This is an optimization exercise on Yosys and OpenROAD, whose aim is small area, a short achievable clock period and few clock cycles per item, not a production implementation.
RTL that was checked went through simulation tests only; none was proved equivalent to the original.
No activity file was given, so power comes from the tool's default toggle rates.

run 1:
// iterativeDivision
module iterativeDivision
  #(parameter int unsigned DATA_W = 32)
  ( input  var logic i_clk
  , input  var logic i_rst  
  , input  var logic [DATA_W-1:0] i_dividend
  , input  var logic [DATA_W-1:0] i_divisor
  , input  var logic i_start  
  , output var logic [DATA_W-1:0] o_quotient
  , output var logic [DATA_W-1:0] o_remainder
  , output var logic o_finish  
  );
Size: about 2400 cells after synthesis, ~110 flip-flops, roughly 130 I/O pins.
clock: 8.0 ns
lec_check: 0
abc_area: 1
cap_margin: 20
core_margin: 2
core_utilization: 30
setup_slack_margin: 4.5
slew_margin: 20
standard.sh (not shown) runs the stock make flow with config.mk's settings and CLKGATE_MAP_FILE= SYNTH_SCRIPT=/design/flow/synth_recipe.tcl, a recipe that flattens the netlist after the stock synthesis.
==> flow/flow/run.sh <==
#!/bin/bash
# Standard layout, with the port buffers made from the smallest buffer cell
# (repair may still resize them). make's output goes to flow_make.log; each
# ORFS step writes its own log under orfs/logs/.
set -euo pipefail
export BUFFER_PORTS_ARGS="-buffer_cell sky130_fd_sc_hd__buf_1"
bash standard.sh finish > flow_make.log 2>&1
Looking at the reports, run 1 completed the entire flow and the layout it produced met the timing, DRC and antenna checks.
Testbench counts of run 1, summed over its fixed seeds: cycles 13,806, items 3,200.
Modified inputs, run 2 compared to run 1
Settings: changing CORE_UTILIZATION from 30 to 40.
## What came out
Run 2: global-route wire length before repair higher than run 1
Taking run 1 as the reference point, the wire length of run 2 rises by 1600 µm.
In the reports for run 1 and run 2, the smaller count of placed standard cells in the final layout, fillers left out belongs to run 2.
Of the two values seen for timing endpoint of the critical path, shDiff_q[5]$_DFFE_PP_ was produced by run 1 and shDiff_q[4]$_DFFE_PP_ by run 2.
Going from run 1 to run 2, proportion of layout cells with a drive suffix above 1 neither gained nor lost much; signed area change from the synthesized netlist to the final layout lost 1.5 points; via count neither gained nor lost much; number of hold buffers added after CTS neither gained nor lost much.
--- input diff run 2..run 3 ---
Settings: swapping 4.5 for 5.0 in SETUP_SLACK_MARGIN.
==> flow/run.sh (new file) <==
#!/bin/bash
# synth_recipe.tcl (not shown) runs the flow's synth.tcl, then flattens the netlist and writes it again
# the make line also repeats each setting of config.mk as NAME=value (left out here)
make -C /OpenROAD-flow-scripts/flow DESIGN_CONFIG=/design/flow/config.mk WORK_HOME=/design/flow/orfs CLKGATE_MAP_FILE= SYNTH_SCRIPT=/design/flow/synth_recipe.tcl finish
removed: flow/flow/run.sh
removed: flow/standard.sh
--- outcome ---
- The flow did not stop early for run 3: all stages ran, and the layout cleared the timing, DRC and antenna checks.
- The worst hold margin in run 3 was higher than what run 2 gave.
- Comparing clock power share for run 3 and run 2, the bigger number came from run 2.
- Going from run 2 to run 3, area of all placed cells without fillers has increased; signal arrival time at the worst endpoint has decreased.

== v6 ==
Starting RTL as in the previous note.
clock: 8.0 ns
lec_check: 0
abc_clock_period_in_ps: 3000
cap_margin: 20
core_margin: 2
core_utilization: 40
setup_slack_margin: 4.5
slew_margin: 20
==> flow/flow/run.sh <==
#!/bin/bash
# Standard layout, with the port buffers made from the smallest buffer cell
# (repair may still resize them). make's output goes to flow_make.log; each
# ORFS step writes its own log under orfs/logs/.
set -euo pipefail
export BUFFER_PORTS_ARGS="-buffer_cell sky130_fd_sc_hd__buf_1"
bash standard.sh finish > flow_make.log 2>&1
Testbench counts of v6, summed over its fixed seeds: cycles 13,806, items 3,200.
Changes in v7 relative to v6:
Settings: an added ABC_AREA of 1; a change of SETUP_SLACK_MARGIN from 4.5 to 5.0; a deleted ABC_CLOCK_PERIOD_IN_PS that had been 3000.
[summary]
- In summary, v7 completed successfully, with a layout that passed the timing, DRC and antenna checks.
- As far as flip-flop and latch count goes, v6 and v7 are indistinguishable; the numbers are identical.
- On wire length: between v7 and v6, it ends up higher for v7.
- v7 vs. v6: overall via count from detail_route shows an increase of 28%, multi-input gate count shows an increase of 569, first-pass GRT wire length shows an increase of 22 mm, total power consumption of the routed design shows a reduction of 13%.

Starting RTL as in the previous note.
==> flow/config.mk <==
export PLATFORM = sky130hd
export DESIGN_NAME = iterativeDivision
export DESIGN_NICKNAME = iterativeDivision
export VERILOG_FILES = /design/flow/design.v
export SDC_FILE = /design/flow/constraint.sdc
export NUM_CORES = 4
export LEC_CHECK = 0
export ABC_AREA = 1
export CAP_MARGIN = 20
export CORE_MARGIN = 2
export CORE_UTILIZATION = 40
export SETUP_SLACK_MARGIN = 4.25
export SLEW_MARGIN = 20
==> flow/constraint.sdc <==
create_clock -name core_clock -period 8.0 [get_ports {i_clk}]
set_input_delay 1.6000 -clock core_clock [delete_from_list [all_inputs] [get_ports {i_clk}]]
set_output_delay 1.6000 -clock core_clock [all_outputs]
set_load 0.01 [all_outputs]
Scripts as last shown in full above: flow/flow/run.sh
Testbench counts at the start, summed over its fixed seeds: cycles 13,806, items 3,200.
Change:
- ABC_AREA: 1 -> unset
- ABC_CLOCK_PERIOD_IN_PS: unset -> 2000
- SETUP_SLACK_MARGIN: 4.25 -> 4.5
Register-to-register slack gets worse by 40 ps; die area goes down by 13%; synthesized cell count drops by 33%; flip-flop and latch count stays the same; worst setup slack is better by 19 ps; fmax climbs by 0.51%; count of clock-buffer cells in the layout does not change; cell count shrinks by 27%.

iterativeDivision, a different RTL version from the one above (not shown whole).
Size in the first run: ~1400 cells after synthesis, roughly 120 flip-flops, about 9000 um2 of cells after synthesis.
clock: 8.0 ns
lec_check: 0
abc_area: 1
cap_margin: 20
core_margin: 2
core_utilization: 40
cts_buf_list: sky130_fd_sc_hd__clkbuf_8
cts_cluster_size: 12
setup_slack_margin: 5.0
slew_margin: 20
==> flow/flow/run.sh <==
#!/bin/bash
# Standard layout, with the port buffers made from the smallest buffer cell
# (repair may still resize them), and timing repair aimed at a 5.1 ns setup
# margin. make's output goes to flow_make.log; each ORFS step writes its own
# log under orfs/logs/.
set -euo pipefail
export BUFFER_PORTS_ARGS="-buffer_cell sky130_fd_sc_hd__buf_1"
bash standard.sh finish SETUP_SLACK_MARGIN=5.1 > flow_make.log 2>&1
Testbench counts at the start, summed over its fixed seeds: cycles 22,318, items 3,200.
Then changed:
--- a/flow/flow/run.sh
+++ b/flow/flow/run.sh
@@ -3 +3 @@
-# (repair may still resize them), and timing repair aimed at a 5.1 ns setup
+# (repair may still resize them), and timing repair aimed at a 5.2 ns setup
@@ -8 +8 @@
-bash standard.sh finish SETUP_SLACK_MARGIN=5.1 > flow_make.log 2>&1
+bash standard.sh finish SETUP_SLACK_MARGIN=5.2 > flow_make.log 2>&1
After rerunning: The new run finished with timing, DRC and antenna clean. Setup slack is better by 38 ps. Power is about the same. Routed wire length rose slightly.
Then changed:
--- a/flow/flow/run.sh
+++ b/flow/flow/run.sh
@@ -3 +3 @@
-# (repair may still resize them), and timing repair aimed at a 5.2 ns setup
+# (repair may still resize them), and timing repair aimed at a 5.25 ns setup
@@ -8 +8 @@
-bash standard.sh finish SETUP_SLACK_MARGIN=5.2 > flow_make.log 2>&1
+bash standard.sh finish SETUP_SLACK_MARGIN=5.25 > flow_make.log 2>&1
What happened: The new run produced a clean layout. Via count came out higher by 0.55%. Total power stays flat. Sequential cell count stays the same. Cell area increases by 0.37%.
Then changed:
==> flow/flow/run.sh (replaced) <==
#!/bin/bash
# Standard layout, with the port buffers made from the smallest buffer cell
# (repair may still resize them). make's output goes to flow_make.log; each
# ORFS step writes its own log under orfs/logs/.
set -euo pipefail
export BUFFER_PORTS_ARGS="-buffer_cell sky130_fd_sc_hd__buf_1"
bash standard.sh finish > flow_make.log 2>&1
Outcome:
- area after synthesis does not change
- maximum frequency is lower by 0.49%
- cell count is lower by 0.98%
- power is lower by 0.65%
- design area is lower by 3.0%

The RTL this note starts from:
==> flow/design.v <==
`default_nettype none
module iterativeDivision
  #(parameter int unsigned DATA_W = 32)
  ( input  var logic i_clk
  , input  var logic i_rst  
  , input  var logic [DATA_W-1:0] i_dividend
  , input  var logic [DATA_W-1:0] i_divisor
  , input  var logic i_start  
  , output var logic [DATA_W-1:0] o_quotient
  , output var logic [DATA_W-1:0] o_remainder
  , output var logic o_finish  
  );
  function automatic logic [5:0] clz32(input logic [31:0] x);
    logic [15:0] z1; logic [15:0] c1;       
    logic [7:0]  z2; logic [15:0] c2;       
    logic [3:0]  z3; logic [11:0] c3;       
    logic [1:0]  z4; logic [7:0]  c4;       
    logic        z5; logic [4:0]  c5;
    for (int i = 0; i < 16; i++) begin
      z1[i] = !(x[2*i+1] || x[2*i]);
      c1[i] = !x[2*i+1];
    end
    for (int i = 0; i < 8; i++) begin
      z2[i]         = z1[2*i+1] && z1[2*i];
      c2[2*i+:2]    = z1[2*i+1] ? {1'b1, c1[2*i]} : {1'b0, c1[2*i+1]};
    end
    for (int i = 0; i < 4; i++) begin
      z3[i]         = z2[2*i+1] && z2[2*i];
      c3[3*i+:3]    = z2[2*i+1] ? {1'b1, c2[4*i+:2]} : {1'b0, c2[4*i+2+:2]};
    end
    for (int i = 0; i < 2; i++) begin
      z4[i]         = z3[2*i+1] && z3[2*i];
      c4[4*i+:4]    = z3[2*i+1] ? {1'b1, c3[6*i+:3]} : {1'b0, c3[6*i+3+:3]};
    end
    z5 = z4[1] && z4[0];
    c5 = z4[1] ? {1'b1, c4[3:0]} : {1'b0, c4[7:4]};
    clz32 = {z5, z5 ? 5'd0 : c5};
  endfunction
  logic [5:0] zA_q, zB_q;
  logic       quotZeroIn, quotZero_q;
  logic [31:0] dividendSeen;
  always_comb begin
    dividendSeen[31] = i_dividend[31];
    for (int i = 30; i >= 0; i--)
      dividendSeen[i] = dividendSeen[i+1] || i_dividend[i];
    quotZeroIn = (i_divisor == '0) || ((i_divisor & ~dividendSeen) != '0);
  end
  always_ff @(posedge i_clk) begin
    zA_q       <= clz32(i_dividend);
    zB_q       <= clz32(i_divisor);
    quotZero_q <= quotZeroIn;
  end
  logic [5:0] shDiff;
  logic [4:0] shAmt;
  logic       quotZero, alignDone;
  always_comb begin
    shDiff   = zB_q - zA_q;  
    shAmt    = shDiff[4:0];
    quotZero = quotZero_q;
    alignDone = (shDiff[5:0] == '0);
  end
  logic       align_q, step_q, finish_q;
  logic [4:0] count_q;
  always_ff @(posedge i_clk)
    if (i_rst) begin
      align_q  <= '0;
      step_q   <= '0;
      finish_q <= '0;
    end else if (i_start) begin
      align_q  <= '1;
      step_q   <= '0;
      finish_q <= quotZeroIn;
    end else if (align_q) begin
      align_q  <= '0;
      step_q   <= !quotZero && !alignDone;
      finish_q <= !quotZero && alignDone;
    end else begin
      step_q   <= step_q && (count_q != '0);
      finish_q <= step_q && (count_q == '0);
    end
  always_ff @(posedge i_clk)
    if (align_q)
      count_q <= shAmt;
    else
      count_q <= count_q - 1'b1;
  always_comb
    o_finish = finish_q;
  logic [DATA_W-1:0] div_q, rem_q, quo_q, remNext;
  logic              doStep;
  always_comb
    doStep = step_q || (align_q && alignDone && !quotZero);
  logic [DATA_W:0] diff;
  logic            qBit;
  always_comb begin
    diff    = {1'b0, rem_q} - {1'b0, div_q};
    qBit    = !diff[DATA_W];
    remNext = qBit ? diff[DATA_W-1:0] : rem_q;
  end
  always_ff @(posedge i_clk)
    if (i_start)
      div_q <= i_divisor;
    else if (align_q)
      div_q <= div_q << shAmt;
    else
      div_q <= div_q >> 1;
  always_ff @(posedge i_clk)
    if (i_start)
      rem_q <= i_dividend;
    else if (doStep)
      rem_q <= remNext;
  always_ff @(posedge i_clk)
    if (i_start)
      quo_q <= {DATA_W{i_divisor == '0}};
    else if (align_q && !alignDone)
      quo_q <= '0;
    else
      quo_q <= {quo_q[DATA_W-2:0], qBit};
  always_comb begin
    o_quotient  = quo_q;
    o_remainder = rem_q;
  end
endmodule
`resetall
export LEC_CHECK = 0
export ABC_AREA = 1
export CAP_MARGIN = 20
export CORE_MARGIN = 2
export CORE_UTILIZATION = 40
export CTS_BUF_LIST = sky130_fd_sc_hd__clkbuf_8
export CTS_CLUSTER_SIZE = 12
export PLACE_DENSITY = 0.7
export SETUP_SLACK_MARGIN = 5.0
export SLEW_MARGIN = 20
create_clock -name core_clock -period 8.0 [get_ports {i_clk}]
==> flow/flow/run.sh <==
#!/bin/bash
# Standard layout, with the port buffers made from the smallest buffer cell
# (repair may still resize them), and timing repair aimed at a 5.15 ns setup
# margin. make's output goes to flow_make.log; each ORFS step writes its own
# log under orfs/logs/.
set -euo pipefail
export BUFFER_PORTS_ARGS="-buffer_cell sky130_fd_sc_hd__buf_1"
bash standard.sh finish SETUP_SLACK_MARGIN=5.15 > flow_make.log 2>&1
Then changed:
==> flow/flow/run.sh (replaced) <==
#!/bin/bash
# Standard layout, with the port buffers made from the smallest buffer cell
# (repair may still resize them), and timing repair aimed at a 5.25 ns setup
# margin. make's output goes to flow_make.log; each ORFS step writes its own
# log under orfs/logs/.
set -euo pipefail
export BUFFER_PORTS_ARGS="-buffer_cell sky130_fd_sc_hd__buf_1"
bash standard.sh finish SETUP_SLACK_MARGIN=5.25 > flow_make.log 2>&1
--- a/flow/config.mk
+++ b/flow/config.mk
@@ -12,5 +12,4 @@
 export CTS_BUF_LIST = sky130_fd_sc_hd__clkbuf_8
 export CTS_CLUSTER_SIZE = 12
-export PLACE_DENSITY = 0.7
 export SETUP_SLACK_MARGIN = 5.0
 export SLEW_MARGIN = 20
Result: Global-route usage goes up by 0.70 points; non-clock buffer count goes up by 8; sequential power is about the same; power goes down by about 1.1%; worst setup slack is better by 0.083 ns; maximum frequency goes up by about 3%.
Then changed:
==> flow/flow/run.sh (replaced) <==
#!/bin/bash
# Standard layout, with the port buffers made from the smallest buffer cell
# (repair may still resize them), and timing repair aimed at a 5.15 ns setup
# margin. make's output goes to flow_make.log; each ORFS step writes its own
# log under orfs/logs/.
set -euo pipefail
export BUFFER_PORTS_ARGS="-buffer_cell sky130_fd_sc_hd__buf_1"
bash standard.sh finish SETUP_SLACK_MARGIN=5.15 > flow_make.log 2>&1
Result: Final cell count decreases by about 0.6%; die area is unchanged; global-route usage grows by 0.31 points.
Function was not checked in any run of this note: the RTL went through the layout flow alone.

iterativeDivision, a different RTL version from the one above (not shown whole).
Size: about 1000 cells after synthesis, roughly 120 flip-flops, ~130 I/O pins, roughly 8800 sq um of cells after synthesis.
clock: 8.0 ns
lec_check: 0
cap_margin: 20
core_margin: 2
core_utilization: 40
slew_margin: 20
run.sh (not shown) runs the stock make flow with config.mk's settings and CLKGATE_MAP_FILE= SYNTH_SCRIPT=/design/flow/synth_recipe.tcl, a recipe that flattens the netlist after the stock synthesis.
Stock flow here: none of the scripts above is used.
The first run completed with no timing, DRC or antenna violations.
Then changed:
SETUP_SLACK_MARGIN = 5.0   (was default)
Result:
- via count goes up by about 5.4%
- design area goes up by 12%
- setup slack gets better by 0.60 ns
- register-to-register slack gets better by 0.56 ns
- utilization goes up by 5.9 points
- total power goes up by 9.6%
- die area stays the same
- wire length goes up by 8.2%
- fmax goes up by 15%
- synthesized cell count does not change
Function was not checked in any run of this note: the RTL went through the layout flow alone.

Setup of north:
iterativeDivision, a different RTL version from the one above (not shown whole).
Size: roughly 120 flip-flops, ~15000 sq um of cells after synthesis.
==> flow/design.v (excerpt) <==
module iterativeDivision
  #(parameter int unsigned DATA_W = 32)
  ( input  var logic i_clk
  , input  var logic i_rst  
  , input  var logic [DATA_W-1:0] i_dividend
  , input  var logic [DATA_W-1:0] i_divisor
  , input  var logic i_start  
  , output var logic [DATA_W-1:0] o_quotient
  , output var logic [DATA_W-1:0] o_remainder
  , output var logic o_finish  
  );
clock: 8.0 ns
lec_check: 0
abc_area: 1
cap_margin: 20
core_margin: 2
core_utilization: 40
cts_buf_list: sky130_fd_sc_hd__clkbuf_8 sky130_fd_sc_hd__clkbuf_16
setup_slack_margin: 4.5
slew_margin: 20
standard.sh (not shown) runs the stock make flow with config.mk's settings and CLKGATE_MAP_FILE= SYNTH_SCRIPT=/design/flow/synth_recipe.tcl, a recipe that flattens the netlist after the stock synthesis.
==> flow/flow/run.sh <==
#!/bin/bash
# Standard layout, with the port buffers made from the smallest buffer cell
# (repair may still resize them). make's output goes to flow_make.log; each
# ORFS step writes its own log under orfs/logs/.
set -euo pipefail
export BUFFER_PORTS_ARGS="-buffer_cell sky130_fd_sc_hd__buf_1"
bash standard.sh finish > flow_make.log 2>&1
Setup changes, north to south
Settings: CTS_BUF_LIST now sky130_fd_sc_hd__clkbuf_8, was sky130_fd_sc_hd__clkbuf_8 sky130_fd_sc_hd__clkbuf_16; CTS_CLUSTER_SIZE now 12, previously not set.
==> summary.txt <==
In the flow results for north and south, the total number of cells along the worst setup path is smaller on north.
Worst setup path endpoint: rem_q[19] -> north, rem_q[24] -> south
Wire length of the first global-routing pass was lower in north than in south.
south ends up with a count of clock-buffer cells in the layout that is 1 lower than in north.
south ends up with a portion of the clock cycle consumed by the worst path in the final layout that is 0.37 points lower than in north.
For east, these inputs were changed with respect to south:
Settings: CTS_CLUSTER_SIZE: 12 -> unset; CTS_BUF_LIST: sky130_fd_sc_hd__clkbuf_8 -> unset.
==> comparison <==
- Diff south -> east: final cell count about even, final area rose 170 sq um, post-CTS setup-driven buffer insertion count rose 1, global-route usage about even.
- From south to east the numbers moved as follows: clock buffer instance count of the final layout rose 1, part of the total power dissipated in the clock network rose 2.5 points, final worst setup slack fell 29 ps, worst hold slack fell 4.8 ps.
- Via count: east vs south — no meaningful difference
- Power dissipated in the clock network is lower on south
No functional check of the RTL was part of any run of this note.

[port drivers added, routing unchanged]
No port has a modelled driver above. Below, the same layouts with a new extraction and two added sets of constraints.
Step 1: set_driving_cell puts a clkbuf_16 on i_clk and a buf_2 on each other input, an assumption about the parent block.
Step 2 times the ports against the registers' clock, not the clock port: input delays grow and output delays shrink by t, the midpoint of the rising clock arrivals with the driver on.
Slacks: ideal ports / drivers / drivers and shift; pairs: ideal ports / drivers.
run | t, ns | setup slack, ns | worst data-port slew with drivers (ns) | pins driven straight from the clock port
run 1 | 0.411 | 4.292 / 4.312 / 3.901 | 0.04 | 1
run 2 | 0.423 | 4.453 / 4.465 / 4.042 | 0.07 | 1
run 3 | 0.427 | 4.407 / 4.434 / 4.007 | 0.04 | 1
v6 | 0.425 | 4.270 / 4.279 / 3.866 | 0.08 | 1
v7 | 0.420 | 4.282 / 4.308 / 3.888 | 0.05 | 1
the first run of note 3 | 0.432 | 4.251 / 4.265 / 3.833 | 0.05 | 1
the second run of note 3 | 0.425 | 4.270 / 4.279 / 3.866 | 0.08 | 1
the first run of note 4 | 0.485 | 5.187 / 5.146 / 4.750 | 0.05 | 1
the second run of note 4 | 0.496 | 5.225 / 5.182 / 4.753 | 0.05 | 1
the third run of note 4 | 0.492 | 5.129 / 5.088 / 4.783 | 0.05 | 1
the fourth run of note 4 | 0.483 | 5.115 / 5.118 / 4.650 | 0.05 | 1
the first run of note 5 | 0.510 | 5.180 / 5.193 / 4.683 | 0.06 | 1
the second run of note 5 | 0.509 | 5.263 / 5.269 / 4.775 | 0.05 | 1
the third run of note 5 | 0.526 | 5.213 / 5.229 / 4.708 | 0.06 | 1
the first run of note 6 | 0.470 | 3.406 / 3.358 / 3.297 | 0.06 | 1
the second run of note 6 | 0.468 | 4.004 / 3.960 / 4.428 | 0.06 | 1
north | 0.483 | 4.566 / 4.566 / 4.162 | 0.05 | 1
south | 0.517 | 4.596 / 4.596 / 4.169 | 0.05 | 1
east | 0.483 | 4.566 / 4.566 / 4.162 | 0.05 | 1
After both steps setup and hold are still met in every run listed. For the third run of note 5, which loses most, drivers alone change the setup slack by +0.016 ns; drivers and shift together by -0.505 ns.
